This design comes from an exercise in tuning for small area and a short achievable clock period on the open sky130 flow, not from production work.
Function was not checked in any run shown here: the RTL went through the layout flow alone.
The flow treats the clock pin as an ideal source, which a real chip does not have.

==> flow/design.v, too long to show whole: its modules and the start of the top module <==
// module fir_32nd: 2120 lines
// module fir_fa: 4 lines
// module fir_ha: 4 lines
module fir_32nd (
    input clk,
    input reset,
    input signed [15:0] data_in,
    output reg signed [15:0] filtered_output
);
  // ...
==> flow/flow/run.sh <==
#!/bin/bash
# Own flow: the standard synthesis, then the standard ORFS steps with
# buf_4 port buffers, no delay cells in buffering, a fanout limit that
# turns the reset net into a buffer tree, and a larger setup margin so
# timing repair works on the paths that set the achieved period.
set -e
H=$PWD/flow/hook.tcl
bash standard.sh synth > synth.log 2>&1
bash standard.sh SETUP_SLACK_MARGIN=12 BUFFER_PORTS_ARGS="-buffer_cell sky130_fd_sc_hd__buf_4" \
  PRE_GLOBAL_PLACE_TCL=$H PRE_RESIZE_TCL=$H PRE_CTS_TCL=$H PRE_GLOBAL_ROUTE_TCL=$H finish > layout.log 2>&1
==> flow/flow/hook.tcl <==
# Keep delay cells out of buffering and sizing; split high-fanout nets (the reset net).
set_dont_use [get_lib_cells {sky130_fd_sc_hd__clkdlybuf4s* sky130_fd_sc_hd__dlygate4sd* sky130_fd_sc_hd__dlymetal6s*}]
set_max_fanout 16 [current_design]
==> flow/standard.sh <==
#!/bin/bash
# synth_recipe.tcl (not shown) runs the flow's synth.tcl, then flattens the netlist and writes it again
# the make line also repeats each setting of config.mk as NAME=value (left out here)
make -C /OpenROAD-flow-scripts/flow DESIGN_CONFIG=/design/flow/config.mk WORK_HOME=/design/flow/orfs CLKGATE_MAP_FILE= SYNTH_SCRIPT=/design/flow/synth_recipe.tcl "${@:-finish}"
==> flow/config.mk <==
export PLATFORM = sky130hd
export DESIGN_NAME = fir_32nd
export DESIGN_NICKNAME = fir_32nd
export VERILOG_FILES = /design/flow/design.v
export SDC_FILE = /design/flow/constraint.sdc
export NUM_CORES = 4
export LEC_CHECK = 0
export CAP_MARGIN = 20
export CORE_MARGIN = 2
export CORE_UTILIZATION = 45
export SLEW_MARGIN = 20
export SYNTH_HIERARCHICAL = 1
==> flow/constraint.sdc <==
create_clock -name core_clock -period 15.0 [get_ports {clk}]
set_input_delay 3.0000 -clock core_clock [delete_from_list [all_inputs] [get_ports {clk}]]
set_output_delay 3.0000 -clock core_clock [all_outputs]
set_load 0.01 [all_outputs]
==> summary.md, run 1 <==
| Metric | Value |
|---|---|
| Dpl cells | 4200 |
| Placed wire-length estimate | about 93 mm |
| Die W | 315 um |
| Final clock-cell share | under 10% |
| Reg2reg setup slack | 11.08 ns |
| Worst flop-to-flop path startpoint | x1[10] |
| Num rows | 113 |
| Multi-input combinational area share | 44.3% |
| Most frequent cell after synthesis | fa_1 |
| Seq area share | about a third |
| Top-area cell type share of the netlist area | 37.5% |
| Compound-Gate Fraction of Synth Area | under 10% |
| Post-route DRC | 0 |
| Worst setup SP type | flip-flop |
| Hold WC Path Type | reg2reg |
| Critical path capture point type | primary output |
| Most Crowded Layer GR | met2 |
| TritonCTS sink count | roughly 800 |
| Fmax | 237 MHz |
| Tcrit/Tclk final | approximately 28% |
| Signal buf overhead | roughly a tenth |
| Status | no timing/DRC/antenna violations |
| Adder-cell share of the synthesized area | 43.9% |
| Maximum fanout along the worst path | 1 |
| Synth top cells by count | fa_1, dfrtp_1, inv_1 |
| Setup_tns | 0 ns |
| CP max-delay cell | dfrtp_1 |
| Final non-filler cell total | approximately 4800 |
==> run 2, diff against run 1 <==
--- a/flow/flow/run.sh
+++ b/flow/flow/run.sh
@@ -7,4 +7,4 @@
 H=$PWD/flow/hook.tcl
 bash standard.sh synth > synth.log 2>&1
-bash standard.sh SETUP_SLACK_MARGIN=12 BUFFER_PORTS_ARGS="-buffer_cell sky130_fd_sc_hd__buf_4" \
+bash standard.sh SETUP_SLACK_MARGIN=11 BUFFER_PORTS_ARGS="-buffer_cell sky130_fd_sc_hd__buf_4" \
   PRE_GLOBAL_PLACE_TCL=$H PRE_RESIZE_TCL=$H PRE_CTS_TCL=$H PRE_GLOBAL_ROUTE_TCL=$H finish > layout.log 2>&1
==> summary.md, run 2 <==
| Metric | Value |
|---|---|
| DR iter-0 viols | 1559 |
| Hold WC Path Type | reg2reg |
| Worst path cell trace | buf_6 |
| Final core occ | 51.4% |
| TritonCTS sink count | 788 (unchanged) |
| Syn_nets | ~4000 |
| Tmin final | between 4 and 5 ns |
| Slew Limit Fails | 0 |
| Post-Syn Area | approximately 0.043 mm^2 |
| Num rows | 113 (unchanged) |
| Asr flop ratio synth | between 70% and 80% |
| Worst flop-to-flop path startpoint | x1[13] |
| Slowest cell delay on critical path | ~0.42 ns |
| Leading area contributor after synthesis | fa_1 |
| Synthesized instance count | ~2800 |
| IO Count | 34 |
| Biggest regs | R1a (31), R2a (31), R2b (31) |
| Chip height | ~310 um |
| Most frequent cells in the layout | fa_1, dfrtp_1, inv_1 |
| Vias per Instance | 5.20 |
| Post-synthesis cell type count | between 70 and 80 |
| Hold Crit Depth | 0 |
| CTS clk-pin slew, worst paths | 0.06 ns |
| Wire per inst | 25.5 um |
| Crit path max-delay family | flip-flops |
| Drt total wl | between 100 and 150 mm |
| Worst skew pair latency | about 0.66 ns |
| Tcrit/Tclk final | 28.0% (-0.080 points) |
| Grt total ovfl | 0 |
| RSZ-0062 raised after global routing | yes |
| Commonest non-fill, non-tap cell in the layout | fa_1 |
| Via Count | 22800 |
| Critical path capture point type | primary output |
| Most frequent cell after synthesis | fa_1 |
| Worst EP required | roughly 12 ns |
| Synth top cells by count | fa_1, dfrtp_1, inv_1 |
| Endpoint, Worst Hold | x9[10] |
| Setup_tns | 0 ns (unchanged) |
| Yosys warnings | 7 |
| Fmax | 238 MHz (+0.28%) |
| Starting density of the core | between 40% and 50% |
| Fin Clk Skew | 0.0310 ns |
| Post-CTS Hold Buffers | 0 |
| Die W | 315 um (unchanged) |
| Largest net degree at the start of global routing | 17 |
| Hold Startpoint | x8[10] |
| Core Box Area | between 0.09 and 0.1 mm^2 |
| Critical path class | reg2out |
| Status | no timing/DRC/antenna violations |
| CTS tree | yes |
| Fraction of layout cells with a size suffix above 1 | roughly a tenth |
| Arrival time worst endpoint | roughly 1.2 ns |
| Syn_area_per_cell | about 15 um^2 |
| Antenna violations before repair | 1 |
| Max_slew headroom | 37.3% |
| Yosys reg bits | around 790 |
| Area Overhead vs Synth | 12.8% |
| Most used DFF post-synth | dfrtp_1 |
| Seq/Total Area, Yosys | a little over two fifths |
| Vias in the first global route | 26900 |
| Final ANT Viol Nets | 0 |
| First-pass GRT wire length | 170 mm |
| Worst setup SP type | flip-flop |
| CTS buffer count | 82 |
| DRT Pass-1 Iters | 5 |
| Least-Margin Pin Slew | ~0.93 ns |
| Worst path bufs/invs | 1 |
| Max-cap violation count | 0 |
| NumNets Final | just over 4000 |
| CP max-delay cell | dfrtp_1 |
| Gr usage total | roughly a quarter |
| Final hold viol count | 0 |
| Final Wtd Congestion | slightly above 0.9 |
| Die area | around 0.1 mm^2 |
| Top post-synthesis cells by area | fa_1, dfrtp_1, dfxtp_1 |
| Post-route DRC | 0 (unchanged) |
| Reg2reg end | filtered_output[15] |
| Reg2reg setup slack | 10.99 ns (-0.09 ns) |
| EDFF count, synth | 0 |
| Placed wire-length estimate | 92.7 mm (about the same) |
| Top-area cell type share of the netlist area | 37.5% (unchanged) |
| Final setup violation count | 0 |
| IO buf count | 33 |
| FF-to-FF path depth | 12 |
| Maximum fanout along the worst path | 1 (unchanged) |
==> run 2: logic make-up after synthesis <==
kind of cell	after synthesis	share of synthesized area, %
buffers and inverters	392	3.40
flip-flops	788	43.4
XOR/XNOR	84	1.69
AND/OR/NAND/NOR	280	3.36
other	1	0.00863
adder cells (fa/ha/maj)	1036	43.9
AO/OA/AOI/OAI	264	4.16
multiplexers	2	0.0490
==> run 2: routing by layer <==
| metal | GRT usage, % | up-vias | routed length (um) |
|---|---|---|---|
| met5 | 1.21 | - | 177 |
| met4 | 10.8 | 2 | 5330 |
| met3 | 7.46 | 213 | 9600 |
| met2 | 37.6 | 773 | 52500 |
| met1 | 31.6 | 12300 | 44400 |
| li1 | - | 9514 | - |
==> run 2: per-module statistics from Yosys (local to each module, per instance) <==
module / copies in the design / cells inside / cell area (um^2)
fir_32nd: 1 / 1991 / 26800
fir_fa: 791 / 1 / 20.0
fir_ha: 65 / 1 / 12.5
==> run 2: final cells by class <==
cell class / count / area [um^2]
clock buffers: 122 / 2380
well taps: 1265 / 1580
diodes: 1 / 2.50
repair buffers: 129 / 863
fillers: 7951 / 46300
inverters: 381 / 1440
flip-flops and latches: 788 / 18900
clock inverters: 31 / 470
multi-input cells: 1667 / 23300
==> run 2: per-stage QoR <==
stage                     setup WS [ns]  cell area [um^2]  hold slack, ns  instances
final                             10.80             49000           0.332       4384
after global routing              10.76             49000           0.334       4383
after CTS                         10.75             48700           0.337       4364
after detailed placement           8.52             45500           0.335       4196
after global placement             8.70             45500           0.331       4196
after floorplan                    3.68             43400           0.331       2847
==> run 2: repair_timing <==
| action | 4_1_cts | 5_1_grt |
|---|---|---|
| setup buffers | 15 | 19 |
| pin swaps | 2 | 20 |
| gates resized for setup | 111 | 59 |
| setup endpoints to repair | 468 | 178 |
==> run 2: how the worst max path moves through the flow <==
stage / from / cells past startpoint / end / slack, ns
after floorplan: reset / 1 / G7[0] / 3.68
after global placement: reset / 7 / p9[10] / 8.70
after detailed placement: reset / 7 / p9[11] / 8.52
after CTS: filtered_output[0] / 1 / filtered_output[0] / 10.75
after global routing: filtered_output[0] / 1 / filtered_output[0] / 10.76
final: filtered_output[0] / 1 / filtered_output[0] / 10.80
==> run 3, diff against run 2 <==
--- a/flow/config.mk
+++ b/flow/config.mk
@@ -9,4 +9,6 @@
 export CORE_MARGIN = 2
 export CORE_UTILIZATION = 45
+export CTS_CLUSTER_DIAMETER = 120
+export CTS_CLUSTER_SIZE = 40
 export SLEW_MARGIN = 20
 export SYNTH_HIERARCHICAL = 1
==> summary.md, run 3 <==
| Metric | Value |
|---|---|
| Worst path cell trace | buf_6 |
| Worst EP required | 12.00 ns (about the same) |
| Post-Syn Area | 0.0434 mm^2 (unchanged) |
| Chip height | 315 um (unchanged) |
| Commonest non-fill, non-tap cell in the layout | fa_1 |
| CTS clk-pin slew, worst paths | 0.08 ns (+0.02 ns) |
| Antenna violations before repair | 3 (+2) |
| Slowest cell delay on critical path | 0.42 ns (about the same) |
| DRT Pass-1 Iters | 5 (unchanged) |
| Vias in the first global route | 26600 (-1.1%) |
| Post-route DRC | 0 (unchanged) |
| First-pass GRT wire length | 170 mm (-0.14%) |
| Register area | 0.0189 mm^2 (about the same) |
| Synthesized instance count | 2847 (unchanged) |
| Worst setup SP type | flip-flop |
| CTS buffer count | 55 (-33%) |
| Wire per inst | 25.9 um (+1.2%) |
| Tcrit/Tclk final | 28.2% (+0.17 points) |
| CTS tree | yes |
| TritonCTS sink count | 788 (unchanged) |
| Area of the multi-input gates | 0.0233 mm^2 (-0.25%) |
| Num rows | 113 (unchanged) |
| Final hold viol count | 0 (unchanged) |
| Leading area contributor after synthesis | fa_1 |
| Top post-synthesis cells by area | fa_1, dfrtp_1, dfxtp_1 |
| Syn_area_per_cell | 15.3 um^2 (unchanged) |
| Max_slew headroom | 34.5% (-2.8 points) |
| Gr usage total | 24.1% (-0.14 points) |
| Area Overhead vs Synth | 9.84% |
| Most used DFF post-synth | dfrtp_1 |
| Hold WC Path Type | reg2reg |
| EDFF count, synth | 0 (unchanged) |
| Fin Clk Skew | 0.0429 ns (+0.0118 ns) |
| Yosys reg bits | 788 (unchanged) |
| Layout fillers | 8067 (+1.5%) |
| Reg2reg setup slack | 10.88 ns (-0.11 ns) |
| Final setup violation count | 0 (unchanged) |
| Fmax | 236 MHz (-0.59%) |
| Fraction of layout cells with a size suffix above 1 | 8.28% (-2.1 points) |
| Setup_tns | 0 ns (unchanged) |
| Synth top cells by count | fa_1, dfrtp_1, inv_1 |
| Die area | 0.0990 mm^2 (unchanged) |
| Starting density of the core | 45.6% (unchanged) |
| Least-Margin Pin Slew | 0.980 ns (+0.0495 ns) |
| Slew Limit Fails | 0 (unchanged) |
| Worst skew pair latency | 0.68 ns (+0.02 ns) |
| IO buf count | 33 (unchanged) |
| Yosys warnings | 7 (unchanged) |
| DR iter-0 viols | 1604 (+2.9%) |
| Critical path capture point type | primary output |
| Most frequent cells in the layout | fa_1, dfrtp_1, inv_1 |
| Final Wtd Congestion | 0.933 (unchanged) |
| Via Count | 22800 (+0.11%) |
| Seq/Total Area, Yosys | 43.4% (unchanged) |
| Status | no timing/DRC/antenna violations |
| Crit path max-delay family | flip-flops |
| Tmin final | 4.23 ns (+0.0248 ns) |
| Arrival time worst endpoint | 1.23 ns (+0.03 ns) |
| Top-area cell type share of the netlist area | 37.5% (unchanged) |
| Most frequent cell after synthesis | fa_1 |
| RSZ-0062 raised after global routing | yes |
| Final ANT Viol Nets | 0 (unchanged) |
| Grt total ovfl | 0 (unchanged) |
| Maximum fanout along the worst path | 1 (unchanged) |
| Post-synthesis cell type count | 74 (unchanged) |
| Biggest regs | R1a (31), R2a (31), R2b (31) |
| Die W | 315 um (unchanged) |
| Worst path bufs/invs | 1 (unchanged) |
| Largest net degree at the start of global routing | 18 (+1) |
| Asr flop ratio synth | 77.5% (unchanged) |
| IO Count | 34 (unchanged) |
| Placed wire-length estimate | 92.7 mm (unchanged) |
| Syn_nets | 3901 (unchanged) |
| # diodes | 0 (-1) |
| Critical path class | reg2out |
| Drt total wl | 112 mm (about the same) |
| Max-cap violation count | 0 (unchanged) |
| NumNets Final | 4075 (-0.68%) |
| CP max-delay cell | dfrtp_1 |
| Core Box Area | 0.0953 mm^2 (unchanged) |
| Vias per Instance | 5.27 (+1.3%) |
-- run 3: per-stage QoR --
stage | setup WS (ns) | util (%) | instance area [um^2] | hold slack (ns) | cells
after CTS | 10.72 | 49.8 | 47400 | 0.306 | 4312
after floorplan | 3.68 | - | 43400 | 0.331 | 2847
after detailed placement | 8.52 | 47.7 | 45500 | 0.335 | 4196
after global routing | 10.74 | 50.1 | 47700 | 0.321 | 4333
final | 10.77 | 50.1 | 47700 | 0.310 | 4333
after global placement | 8.70 | 47.7 | 45500 | 0.331 | 4196
-- run 3: cell type report --
cell class	count	area share (%)
multi-input cells	1667	48.8
flip-flops and latches	788	39.6
well taps	1265	3.32
clock buffers	99	3.25
inverters	381	3.01
repair buffers	128	1.79
clock inverters	5	0.194
-- run 3: worst paths after layout --
| kind | from | end | depth (start not counted) |
|---|---|---|---|
| min in group asynchronous | reset | x16[10] | 3 |
| hold reg to reg | v1_ | v2_ | 0 |
| hold / removal | v1_ | v2_ | 0 |
| setup reg to reg | x1[13] | filtered_output[15] | 12 |
| max in group asynchronous | reset | G7[12] | 6 |
| setup / recovery | filtered_output[0] | filtered_output[0] | 1 |
-- run 3: repair_timing --
item                       in CTS  in global routing
buffers inserted               12                 21
resized for setup             114                 51
pin swaps                       5                 12
hold buffers                    0                  0
setup endpoints to repair     469                263
-- run 3: logic make-up after synthesis --
family,count (synthesis),share of synthesized area [%]
xor gates and xnor gates,84,1.69
other,1,0.00863
adders and majority gates,1036,43.9
buffers and inverters,392,3.40
muxes,2,0.0490
AOI/OAI and AO/OA,264,4.16
DFF,788,43.4
and+or+nand+nor,280,3.36
-- run 3: layer usage --
metal,share of wire (%),vias to the layer above,routed length (um),global-route usage [%]
li1,-,9415,-,-
met1,41,12400,45700,32.3
met2,47,769,53000,38.2
met3,7.6,202,8490,6.29
met4,4.3,4,4840,8.93
met5,0.029,-,33,0
-- run 3: modules after synthesis (local to each module, per instance) --
module | cell area (um^2) | flip-flops and latches
fir_32nd | 26800 | 788
fir_fa | 20.0 | 0
fir_ha | 12.5 | 0

-- port drivers added, routing unchanged --
In the flow no input, the clock included, has a driving cell. The finished layouts below were timed again as built, in two steps. Step 1: set_driving_cell puts a clkbuf_16 on clk and a buf_2 on each other input, an assumption about the parent block. Step 2 also shifts input and output timing later by t, the mid clock arrival at the registers, as if the neighbouring blocks saw the same clock. Three values: ideal, step 1, step 2; two values: the first two.
| run | t (ns) | setup WS [ns] | worst hold slack (ns) |
|---|---|---|---|
| run 1 | 0.719 | 10.783 / 10.716 / 10.716 | 0.317 / 0.317 / 0.317 |
| run 2 | 0.710 | 10.795 / 10.729 / 10.512 | 0.332 / 0.332 / 0.332 |
| run 3 | 0.724 | 10.770 / 10.704 / 10.477 | 0.310 / 0.310 / 0.310 |
After both steps every run listed still meets setup and hold. The setup slack of run 3, which loses most, moves by -0.066 ns with the drivers and by -0.293 ns with both steps. The worst setup slack also covers recovery checks on asynchronous resets.
